This is an optimization exercise on Yosys and OpenROAD, whose aim is a short achievable clock period and few clock cycles, not a production implementation.
Function was checked by simulation only, so behaviour that the tests miss may differ from the original.

===== design/flow/design.v =====
module cpu(clk,reset,in,out,N,V,Z,mem_cmd,mem_addr,halt);
  input clk, reset;
  input [15:0] in;
  output [15:0] out;
  output N, V, Z;
  output [1:0] mem_cmd;
  output [8:0] mem_addr;
  output halt;
  reg [15:0] R0, R1, R2, R3, R4, R5, R6, R7;
  reg fN, fV, fZ;
  reg halted;
  reg [8:0]  pa;
  reg        pf, pl, ps, pr;    
  reg [15:0] md;
  reg [2:0]  plrd;              
  reg        lv;                
  reg [2:0]  lrd;
  reg [8:0] fpc;         
  reg       fv;          
  reg [8:0] fa, fa1;     
  reg [8:0] fnp;         
  reg [8:0] fno;         
  reg       fhit;        
  reg [31:0] bv, bret, bcall;
  reg [3:0]  btag [0:31];
  reg [8:0]  btgt [0:31];
  reg [8:0]  ras;
  reg [2:0]  qv;
  reg [15:0] qi0, qi1, qi2;    
  reg [8:0]  qc0, qc1, qc2;    
  reg [8:0]  qp0, qp1, qp2;    
  reg [8:0]  qt0, qt1, qt2;    
  reg [8:0]  qn0, qn1, qn2;    
  reg        qa0, qa1, qa2;    
  reg        qb0, qb1, qb2;    
  reg        qh0, qh1, qh2;    
  wire [15:0] x = qi0;
  wire [2:0] op3 = x[15:13];
  wire [1:0] op2 = x[12:11];
  wire [2:0] rn = x[10:8], rd = x[7:5], rm = x[2:0];
  wire [1:0] sh = x[4:3];
  wire i_movi = op3 == 3'b110 &  op2[1];
  wire i_movr = op3 == 3'b110 & ~op2[1];
  wire i_alu  = op3 == 3'b101;
  wire i_add  = i_alu & op2 == 2'b00;
  wire i_cmp  = i_alu & op2 == 2'b01;
  wire i_and  = i_alu & op2 == 2'b10;
  wire i_mvn  = i_alu & op2 == 2'b11;
  wire i_ldr  = op3 == 3'b011;
  wire i_str  = op3 == 3'b100;
  wire i_b    = op3 == 3'b001;
  wire i_bx   = op3 == 3'b010 & op2 == 2'b00;
  wire i_blx  = op3 == 3'b010 & op2 == 2'b10;
  wire i_bl   = op3 == 3'b010 & op2 == 2'b11;
  wire rd_rn = i_alu & ~i_mvn | i_ldr | i_str;
  wire rd_rm = i_movr | i_alu;
  wire rd_rd = i_str | i_bx | i_blx;
  wire wr_rn = i_movi | i_bl | i_blx;
  wire wr_rd = i_movr | i_alu & ~i_cmp;
  wire hz_m = pl & (rd_rn & rn == plrd | rd_rm & rm == plrd | rd_rd & rd == plrd |
                    wr_rn & rn == plrd | wr_rd & rd == plrd);
  wire hz_l = lv & (rd_rn & rn == lrd | rd_rm & rm == lrd | rd_rd & rd == lrd);
  wire hnow = qv[0] & qh0 & ~ps & ~halted;
  wire go = qv[0] & ~qh0 & ~halted & ~hz_m & ~hz_l;
  function [15:0] rsel;
    input [2:0] s;
    input [15:0] a0, a1, a2, a3, a4, a5, a6, a7;
    case (s)
      3'd0: rsel = a0; 3'd1: rsel = a1; 3'd2: rsel = a2; 3'd3: rsel = a3;
      3'd4: rsel = a4; 3'd5: rsel = a5; 3'd6: rsel = a6; default: rsel = a7;
    endcase
  endfunction
  wire [15:0] vn = rsel(rn, R0, R1, R2, R3, R4, R5, R6, R7);
  wire [15:0] vm = rsel(rm, R0, R1, R2, R3, R4, R5, R6, R7);
  wire [15:0] vd = rsel(rd, R0, R1, R2, R3, R4, R5, R6, R7);
  reg [15:0] vs;
  always @(*)
    case (sh)
      2'b00: vs = vm;
      2'b01: vs = {vm[14:0], 1'b0};
      2'b10: vs = {1'b0, vm[15:1]};
      default: vs = {vm[15], vm[15:1]};
    endcase
  wire [15:0] sum = vn + vs;
  wire [15:0] dif = vn - vs;
  wire cN = dif[15];
  wire cZ = vn == vs;
  wire cV = (vn[15] ^ vs[15]) & (dif[15] ^ vn[15]);
  reg [15:0] res;
  always @(*) begin
    res = {{8{x[7]}}, x[7:0]};
    if (i_movr) res = vs;
    if (i_add)  res = sum;
    if (i_and)  res = vn & vs;
    if (i_mvn)  res = ~vs;
    if (i_bl | i_blx) res = {7'b0, qp0};
  end
  wire [2:0] wsel = wr_rn ? rn : rd;
  wire we = go & (wr_rn | wr_rd);
  reg ctake;
  always @(*)
    case (rn)
      3'd0: ctake = 1'b1;
      3'd1: ctake = fZ;
      3'd2: ctake = ~fZ;
      3'd3: ctake = fN ^ fV;
      3'd4: ctake = (fN ^ fV) | fZ;
      default: ctake = 1'b0;
    endcase
  wire take_imm = i_b & ctake | i_bl;
  wire take_reg = i_bx | i_blx;
  wire [8:0] rtgt = (i_blx & rd == rn) ? qp0 : vd[8:0];
  wire [8:0] xt = take_imm ? qt0 : take_reg ? rtgt : qp0;    
  wire xred = go & (take_imm ? ~qb0 : take_reg ? rtgt != qn0 : ~qa0);
  wire a_b   = in[15:11] == 5'b00100;
  wire a_bal = a_b & in[10:8] == 3'b000;
  wire a_bl  = in[15:11] == 5'b01011;
  wire a_bx  = in[15:11] == 5'b01000;
  wire [8:0] aimm = {in[7], in[7:0]};
  wire [8:0] atg = fa1 + aimm;
  wire [8:0] roff = ras - fa1;
  wire dred = fv & ~fhit & ~xred & (a_bal | a_bl | a_b & in[7] | a_bx);
  wire [8:0] dtg = a_bx ? ras : atg;
  wire ea_a = ~fv ? 1'b0 : dred ? (a_bx ? ras == fa1 : aimm == 9'd0) : fnp == fa1;
  wire ea_b = ~fv ? 1'b0 : dred ? (a_bx ? roff == aimm : 1'b1) : fno == aimm;
  wire [8:0] ea_n = dred ? dtg : fnp;
  wire ea_h = in[15:13] == 3'b111;
  wire [4:0] bi = pa[4:0];
  wire hit = bv[bi] & btag[bi] == pa[8:5];
  wire [8:0] pa1 = pa + 9'd1;
  wire [8:0] pn = hit ? (bret[bi] ? ras : btgt[bi]) : pa1;
  wire pop = go;
  wire [79:0] e0 = {qi0, qc0, qp0, qt0, qn0, qa0, qb0, qh0};
  wire [79:0] e1 = {qi1, qc1, qp1, qt1, qn1, qa1, qb1, qh1};
  wire [79:0] e2 = {qi2, qc2, qp2, qt2, qn2, qa2, qb2, qh2};
  wire [79:0] ea = {in, fa, fa1, atg, ea_n, ea_a, ea_b, ea_h};
  wire [2:0] sv = pop ? {1'b0, qv[2:1]} : qv;
  wire [79:0] s0 = pop ? e1 : e0;
  wire [79:0] s1 = pop ? e2 : e1;
  reg [79:0] n0, n1, n2;
  reg [2:0] nv;
  always @(*) begin
    n0 = s0; n1 = s1; n2 = e2; nv = sv;
    if (fv) begin
      if (~sv[0]) begin n0 = ea; nv[0] = 1'b1; end
      else if (~sv[1]) begin n1 = ea; nv[1] = 1'b1; end
      else begin n2 = ea; nv[2] = 1'b1; end
    end
    if (xred) nv = 3'b000;
  end
  wire dop = go & (i_ldr | i_str);
  wire [8:0] aaddr = vn[8:0] + {{4{x[4]}}, x[4:0]};
  wire [8:0] nfa = xred ? xt : dred ? dtg : pf ? pn : fpc;
  wire nfv = pf & ~xred & ~dred;                  
  wire room = ~nv[2] & ~(nv[1] & nfv);
  wire nfetch = ~dop & ~hnow & ~halted & room;
  always @(posedge clk) begin
    {qi0, qc0, qp0, qt0, qn0, qa0, qb0, qh0} <= n0;
    {qi1, qc1, qp1, qt1, qn1, qa1, qb1, qh1} <= n1;
    {qi2, qc2, qp2, qt2, qn2, qa2, qb2, qh2} <= n2;
    fpc <= nfa;
    pa <= dop ? aaddr : nfa;
    fa <= pa; fa1 <= pa1; fnp <= pn; fno <= pn - pa1; fhit <= hit;
    if (go & i_str) md <= vd;
    if (go & i_ldr) plrd <= rd;
    lrd <= plrd;
    if (go & i_cmp) begin fN <= cN; fV <= cV; fZ <= cZ; end
    if (xred & (i_bl | i_blx)) ras <= qp0;
    else if (dred & a_bl) ras <= fa1;
    else if (nfv & hit & bcall[bi]) ras <= pa1;
    if (go & (i_b | i_bl | i_bx | i_blx) & xt != qp0) begin
      btag[qc0[4:0]] <= qc0[8:5];
      btgt[qc0[4:0]] <= xt;
      bret[qc0[4:0]] <= i_bx;
      bcall[qc0[4:0]] <= i_bl | i_blx;
    end
    if (reset) begin
      qv <= 3'b000; fv <= 1'b0; lv <= 1'b0; halted <= 1'b0; bv <= 32'd0;
      pa <= 9'd0; pf <= 1'b1; pr <= 1'b1; pl <= 1'b0; ps <= 1'b0;
      ras <= 9'd0;
    end else begin
      qv <= nv;
      fv <= nfv;
      pf <= nfetch;
      pl <= go & i_ldr;
      ps <= go & i_str;
      pr <= nfetch | go & i_ldr;
      lv <= pl;
      if (hnow) halted <= 1'b1;
      if (go & (i_b | i_bl | i_bx | i_blx) & xt != qp0) bv[qc0[4:0]] <= 1'b1;
      else if (xred) bv[qc0[4:0]] <= 1'b0;
    end
  end
  always @(posedge clk) begin
    if (we & wsel == 3'd0) R0 <= res; else if (lv & lrd == 3'd0) R0 <= in;
    if (we & wsel == 3'd1) R1 <= res; else if (lv & lrd == 3'd1) R1 <= in;
    if (we & wsel == 3'd2) R2 <= res; else if (lv & lrd == 3'd2) R2 <= in;
    if (we & wsel == 3'd3) R3 <= res; else if (lv & lrd == 3'd3) R3 <= in;
    if (we & wsel == 3'd4) R4 <= res; else if (lv & lrd == 3'd4) R4 <= in;
    if (we & wsel == 3'd5) R5 <= res; else if (lv & lrd == 3'd5) R5 <= in;
    if (we & wsel == 3'd6) R6 <= res; else if (lv & lrd == 3'd6) R6 <= in;
    if (we & wsel == 3'd7) R7 <= res; else if (lv & lrd == 3'd7) R7 <= in;
  end
  assign mem_addr = pa;
  assign mem_cmd = {ps, pr};
  assign out = md;
  assign halt = halted | hnow;
  assign N = fN; assign V = fV; assign Z = fZ;
endmodule

===== design/flow/constraint.sdc =====
create_clock -name core_clock -period 6.0 [get_ports {clk}]
set_input_delay 1.2000 -clock core_clock [delete_from_list [all_inputs] [get_ports {clk}]]
set_output_delay 1.2000 -clock core_clock [all_outputs]
set_load 0.01 [all_outputs]

===== design/flow/run.sh =====
#!/bin/bash
# synth_recipe.tcl (not shown) runs the flow's synth.tcl, then flattens the netlist and writes it again
# the make line also repeats each setting of config.mk as NAME=value (left out here)
make -C /OpenROAD-flow-scripts/flow DESIGN_CONFIG=/design/flow/config.mk WORK_HOME=/design/flow/orfs CLKGATE_MAP_FILE= SYNTH_SCRIPT=/design/flow/synth_recipe.tcl finish

===== design/flow/config.mk =====
export PLATFORM = sky130hd
export DESIGN_NAME = cpu
export DESIGN_NICKNAME = cpu
export VERILOG_FILES = /design/flow/design.v
export SDC_FILE = /design/flow/constraint.sdc
export NUM_CORES = 4
export LEC_CHECK = 0
export ABC_CLOCK_PERIOD_IN_PS = 2500
export CAP_MARGIN = 20
export CORE_MARGIN = 2
export CORE_UTILIZATION = 40
export PLACE_DENSITY = 0.6
export SETUP_SLACK_MARGIN = 3.5
export SLEW_MARGIN = 20
export TNS_END_PERCENT = 100

==> out/metrics.cfg <==
[final_layout]
drive_gt1_frac=0.416
final_common_cell=edfxtp_1
area_growth_pct=45.2
final_area_mm2=0.0649
finalNonFillerCells=6040
mostFrequentLayoutCells=edfxtp_1 (685), nand2_1 (326), buf_4 (307)
utilization=0.586
nFillCells=8265
nNetsFinal=4554

[critical_path]
crit_type=reg -> reg
crit_path_max_fanout=5
cp-end-kind=flip-flop
crit_required_ps=6470
cp-start-kind=flip-flop
worstPathArrival_ps=4710

[timing]
relSlewSlack=0.245
fin_tns_setup_ps=0
setup_viol=0
rsz0062_at_grt=true
holdWs_ps=473
tightestPinTransition_ps=1130
finalHoldViolCount=0
drv_slew=0
min_period_over_period=0.707
clock_skew_ps=58.4
worst_slack_ps=1760
max_freq_mhz=236
fin_crit_ps=4240

[drt]
drtPass1Iterations=6
wl_per_cell_um=32.0
drt_iter0_markers=5325
wl_met2_um=83100
avgViaCountPerCell=6.38
wl_met3_um=24800
ant_nets=0
met1Wirelength_um=69100
highest_layer=met5
dr_total_vias=38500
drc=0
wirelength_um=193000

[floorplanning]
core_mm2=0.111
dieArea_mm2=0.114
die_height_um=338
die_x_um=338
initial_core_util=0.403
pin_count=49
row_count=122

[synth]
synth-main-ff-cell=edfxtp_1
ys_async_sr_fraction=0
yosysWarnings=1
synth_edf_count=685
syn_inst=3742
synth.distinct_cells=88
ys_seq_elements=904
postSynthNetCount=3833
syn_avg_cell_area_um2=11.9
syn_area_mm2=0.0447
ys_seq_area_frac=0.558

[cts]
ctsHoldBuffers=0
cts_buffers=98
clk_pin_slew_worst_paths_ps=60
insertion_delay_ps=730
cts_sinks=904
clk_path_buf_depth=3
root_buffer=clkbuf_16
cts_tree=done
htreeDepth=3

[global_route]
grt_max_degree=35
grt_pass1_wl_um=260000
antenna_found_initial=5
grt_pass1_vias=35500
overflow=0
grt_usage=0.311

[pwr]
p_per_area_mw_per_mm2=609
p_leak_nw=24.0
power_mw=39.6
worst_ir_drop_vdd_mv=0.423

[flow_run]
drv_cap=0

[placed_design]
place_area_mm2=0.0481
dp_hpwl_um=94900
dp_cells=5116
io_buffer_count=48
place.gp.congestion=0.922
dp_slack_ps=994

[worst_hold_path]
hold_path.class=reg -> reg

[run_status]
status=timing/DRC/antenna clean

==> final timing paths <==
kind | start | to | slack (ps) | cells past startpoint
worst max-delay path | qi0[1]$_DFF_P_ | fV$_DFFE_PP_ | 1760 | 25
worst min-delay path | fa[6]$_DFF_P_ | qc2[6]$_DFFE_PP_ | 470 | 0
worst max register to register | qi0[1]$_DFF_P_ | fV$_DFFE_PP_ | 1760 | 25
worst min register to register | fa[6]$_DFF_P_ | qc2[6]$_DFFE_PP_ | 470 | 0
==> cells in the mapped netlist, types with 76 or more instances <==
cell / n / area share
nor2_1: 201 / 0.017
mux2i_1: 245 / 0.055
edfxtp_1: 685 / 0.46
mux4_2: 126 / 0.063
nand3_1: 76 / 0.0085
a21oi_1: 192 / 0.021
dfxtp_1: 219 / 0.098
clkbuf_1: 155 / 0.013
o21ai_0: 305 / 0.034
mux2_2: 83 / 0.021
nand2_1: 393 / 0.033
inv_1: 106 / 0.0089
==> area by class of cell <==
class | count | area [um2] | area share
tap | 1488 | 1860 | 0.0287
multi-input combinational | 2475 | 22200 | 0.342
timing repair buffer | 873 | 12000 | 0.185
clock inverter | 61 | 609 | 0.00938
inverter | 109 | 465 | 0.00717
antenna | 3 | 7.51 | 0.000116
clock buffer | 125 | 2730 | 0.0420
timing repair inverter | 2 | 16.3 | 0.000250
sequential | 904 | 25100 | 0.386
==> metal layers <==
metal  vias to the layer above  track usage
met5                         -            0
met3                       857       0.0895
met1                     19000        0.396
li1                      15700            -
met4                         6        0.203
met2                      2966        0.464
==> timing repair <==
item	CTS	global route
gates resized for setup	985	412
buffers inserted	449	155
gates cloned	107	24
pin swaps	177	144
setup endpoints to repair	1419	1380
==> registers in the layout, summed over array words and instances, names as in the netlist, 16 cells and up, named ones only <==
signal	count
btgt	288
btag	128
bcall	32
bret	32
R0	16
R1	16
R2	16
R3	16
R4	16
R5	16
R6	16
R7	16
md	16
qi0	16
qi1	16
qi2	16
==> cell families (layout without fill, tap and decap cells) <==
| kind of cell | Yosys count | after routing | share of synthesized area |
|---|---|---|---|
| fa+ha+maj | 73 | 73 | 0.0213 |
| simple gates | 904 | 913 | 0.0915 |
| flops | 904 | 904 | 0.558 |
| xor+xnor | 124 | 125 | 0.0243 |
| buf+inv | 383 | 1170 | 0.0382 |
| mux | 455 | 455 | 0.140 |
| compound gates | 899 | 909 | 0.127 |
| other cells | 0 | 3 | 0 |
==> worst max-delay path: stages (launching register included) <==
cell      delay [ps]
dfxtp_4          450
buf_4            160
mux2i_1          250
o22ai_2          120
o22a_2           270
a22oi_2          260
inv_2             70
buf_4            140
buf_6            100
buf_6            100
buf_6            100
buf_6            100
buf_6            100
buf_6            100
buf_6            100
ha_4             140
o21bai_1         170
a21oi_1          110
o21bai_1         220
a21oi_2           80
nor2_1           100
nor2_1            60
o21bai_1         210
a31oi_2          140
xnor2_1          140
and2_1           170
==> report_power, final <==
| part | internal (mW) | switching, mW | total, mW |
|---|---|---|---|
| Combinational | 10.8 | 13.1 | 23.9 |
| Clock | 3.52 | 2.74 | 6.26 |
| Sequential | 8.34 | 1.10 | 9.44 |
| Total | 22.7 | 16.9 | 39.6 |
Testbench counts, summed over its fixed seeds: cycles 27,003.

[what the ideal ports hide]
The results above use ideal ports. As a check the final layout listed here was re-extracted and re-timed, cells and wires unchanged.
Step 1: set_driving_cell puts a clkbuf_16 on clk and a buf_2 on each other input, an assumption about the parent block.
Step 2 also shifts input and output timing later by t, the mid clock arrival at the registers, as if the neighbouring blocks saw the same clock.
Three values: no drivers, after step 1, after step 2; two values: the first two.
t, ns: 0.778
setup WS [ns]: 1.759 / 1.759 / 1.603
hold slack, ns: 0.473 / 0.473 / 0.473
worst register clock-pin slew, ns: 0.07 / 0.07
worst data-port slew with drivers (ns): 0.04
After both steps setup and hold are still met in this run. The setup slack of this run moves by 0.000 ns with the drivers and by -0.156 ns with both steps.
